Background: an optimization exercise with open tools, aiming at small area, a short achievable clock period and few clock cycles. Do not read the settings as production practice.
Where RTL was checked, it was by simulation tests only, not by an equivalence proof against the original.
Power figures rest on the tool's default switching activity, not on a simulated workload.

// cpu
module cpu(clk, reset, in, out, mem_addr, mem_cmd, halt);
  input clk, reset;
  input [15:0] in;
  output [15:0] out;
  output [8:0] mem_addr;
  output [1:0] mem_cmd;
  output halt;
  reg [15:0] R0, R1, R2, R3, R4, R5, R6, R7;
  reg [12:0] ir;        
  reg        ir_v;      
  reg        rn;        
  reg        hs;        
  reg        mi, md;    
  reg        r_ld, r_eq, r_ne, r_lt, r_le;   
  reg [8:0]  mar;       
  reg        hz;        
  reg        infl;      
  reg [8:0]  pcf;       
  reg        go;        
  reg        ldwb;      
  reg [2:0]  ld_rd;
  reg        halted;
  reg        fz, flt;   
  reg c_mov, c_movi, c_bl, c_bx, c_ldr, c_str, c_hlt, c_add, c_cmp, c_and, c_mvn;
  reg c_wr;             
  reg [2:0] wa_r;
  reg j_al, j_eq, j_ne, j_lt, j_le;    
  reg [7:0] asel, bsel;                
  function [15:0] rsel(input [2:0] s, input [15:0] a0, a1, a2, a3, a4, a5, a6, a7);
    case (s)
      3'd0: rsel = a0; 3'd1: rsel = a1; 3'd2: rsel = a2; 3'd3: rsel = a3;
      3'd4: rsel = a4; 3'd5: rsel = a5; 3'd6: rsel = a6; default: rsel = a7;
    endcase
  endfunction
  function [15:0] hsel(input [7:0] s, input [15:0] a0, a1, a2, a3, a4, a5, a6, a7);
    hsel = ({16{s[0]}} & a0) | ({16{s[1]}} & a1) | ({16{s[2]}} & a2) | ({16{s[3]}} & a3) |
           ({16{s[4]}} & a4) | ({16{s[5]}} & a5) | ({16{s[6]}} & a6) | ({16{s[7]}} & a7);
  endfunction
  function [7:0] dec8(input [2:0] n);
    dec8 = 8'b1 << n;
  endfunction
  wire [8:0] pce = pcf - {8'b0, infl};
  wire run  = rn;                               
  wire hzst = hs;                               
  wire [3:0] mar_hi = mar[8:5];
  ...
clock: 10.0 ns
lec_check: 0
cap_margin: 20
core_margin: 2
core_utilization: 55
cts_buf_list: sky130_fd_sc_hd__clkbuf_8
slew_margin: 20
standard.sh (not shown) runs the stock make flow with config.mk's settings and CLKGATE_MAP_FILE= SYNTH_SCRIPT=/design/flow/synth_recipe.tcl, a recipe that flattens the netlist after the stock synthesis.
==> flow/flow/run.sh <==
#!/bin/bash
set -euo pipefail
bash standard.sh SETUP_SLACK_MARGIN=5.7 "BUFFER_PORTS_ARGS=-buffer_cell sky130_fd_sc_hd__buf_4" "CTS_ARGS=-sink_clustering_enable -repair_clock_nets -buf_list sky130_fd_sc_hd__clkbuf_8 -dont_use_dummy_load" finish > standard_flow.log 2>&1
Testbench counts at the start, summed over its fixed seeds: cycles 34,686.
Rerun with:
--- a/flow/design.v
+++ b/flow/design.v
@@ -103,61 +103,64 @@
   wire       d_jmp = d_b | d_bl;
   wire       d_j   = d_b & (in[7:0] != 8'd0);
   wire       d_jal = (d_j & (in[10:8] == 3'b000)) | (d_bl & (in[7:0] != 8'd0)) | d_bx;
   wire       d_jeq = d_j & (in[10:8] == 3'b001);
   wire       d_jne = d_j & (in[10:8] == 3'b010);
   wire       d_jlt = d_j & (in[10:8] == 3'b011);
   wire       d_jle = d_j & (in[10:8] == 3'b100);
   wire [8:0] d_mar = d_jmp ? pcf + {in[7], in[7:0]} : {d_rv[8:5], d_lo[4:0]};
   wire       d_mi  = ~d_jmp & d_lo[5] & ~in[4];
   wire       d_md  = ~d_jmp & ~d_lo[5] & in[4];
   wire       d_hz  = ((d_ldr | d_str) & (rn | hs) & (c_wr | c_ldr) & (wa_r == in[10:8])) | d_bx;
   wire [2:0] d_rb  = (d_str | (iop == 3'b010)) ? in[7:5] : in[2:0];
-  wire [8:0] e_mar = c_bx ? rb[8:0] : ra[8:0] + {{4{ir[4]}}, ir[4:0]};
+  wire [8:0] e_mar = rb[8:0];
+  wire       rfch  = hzst & ~c_bx;
   wire ir_ld = ~(ir_v & (ldwb | hzst));
   reg  ir_v_n, ldwb_n, halted_n;
   wire xv_n = go & ir_v_n & ~ldwb_n & ~halted_n;
   wire hz_n   = ir_ld ? d_hz : (hzst ? 1'b0 : hz);
+  wire bx_n   = ir_ld ? d_bx : c_bx;
   wire ldst_n = ir_ld ? (d_ldr | d_str) : (c_ldr | c_str);
   wire jal_n  = ir_ld ? d_jal : j_al;
   wire jeq_n  = ir_ld ? d_jeq : j_eq;
   wire jne_n  = ir_ld ? d_jne : j_ne;
   wire jlt_n  = ir_ld ? d_jlt : j_lt;
   wire jle_n  = ir_ld ? d_jle : j_le;
   always @* begin
     ir_v_n = ir_v; ldwb_n = 1'b0; halted_n = halted;
     if (go) begin
       if (ir_ld) ir_v_n = infl & ~redirect & ~sthit;
+      if (rfch) ir_v_n = 1'b0;
       ldwb_n = run & c_ldr;
       if (run & c_hlt) halted_n = 1'b1;
     end
   end
   always @(posedge clk) begin
     if (reset) begin
       go <= 1'b0; ir_v <= 1'b0; infl <= 1'b0; ldwb <= 1'b0; halted <= 1'b0;
       rn <= 1'b0; hs <= 1'b0; r_ld <= 1'b0; r_eq <= 1'b0; r_ne <= 1'b0; r_lt <= 1'b0; r_le <= 1'b0;
       pcf <= 9'd0;
     end else begin
       go <= 1'b1;
       ir_v <= ir_v_n; ldwb <= ldwb_n; halted <= halted_n;
       rn <= xv_n & ~hz_n;
       hs <= xv_n & hz_n;
       r_ld <= xv_n & ~hz_n & (ldst_n | jal_n);
       r_eq <= xv_n & ~hz_n & jeq_n;
       r_ne <= xv_n & ~hz_n & jne_n;
       r_lt <= xv_n & ~hz_n & jlt_n;
       r_le <= xv_n & ~hz_n & jle_n;
       if (go) begin
         infl <= fetch;
-        if (fetch) pcf <= mem_addr + {8'b0, ~(xv_n & hz_n)};
+        if (fetch) pcf <= mem_addr + ((xv_n & hz_n) ? (bx_n ? 9'd0 : 9'h1ff) : 9'd1);
         else if (sthit) pcf <= pce;
       end
     end
   end
   always @(posedge clk) begin
     if (ir_ld) begin
       ir    <= in[12:0];
       mar   <= d_mar;
       mi    <= d_mi;
       md    <= d_md;
       hz    <= d_hz;
       c_mov <= d_mov & ~in[12];
Result: Flip-flop and latch count is unchanged; worst hold slack loses 0.024 ns; via count goes up by 1.2%; die area barely changes; wire length goes up by 2.2%; maximum frequency goes down by 6.6%; non-clock buffer count goes up by 9; sequential power is about the same; total power goes up by 2.4%.
No functional check of the RTL was part of the second run of this note.

what the ideal ports hide:
How much do the figures lean on ideal ports? The routed layouts below were timed once more, with nothing changed but the port constraints. Step 1, drivers: a clkbuf_16 drives clk and a buf_2 each remaining input, both assumed. Step 2 adds t to the input delays and takes it off the output delays; t is the mean of the earliest and latest rising clock arrival at the registers after step 1. Input paths then give back, and output paths get back, about the clock's delay inside the block. Slacks: ideal / step 1 / step 2; pairs: ideal / step 1.
| run | shift t [ns] | setup WS [ns] | hold WS [ns] | worst setup path at the end | clock arrival spread, ns |
|---|---|---|---|---|---|
| the first run | 0.555 | 5.773 / 5.731 / 5.271 | 0.506 / 0.506 / 0.506 | input to register | 0.055 / 0.055 |
| the second run | 0.559 | 5.473 / 5.455 / 4.896 | 0.482 / 0.482 / 0.482 | input to register | 0.076 / 0.076 |
After both steps every run listed still meets setup and hold. For the second run, which loses most, drivers alone change the setup slack by -0.018 ns; drivers and shift together by -0.577 ns.
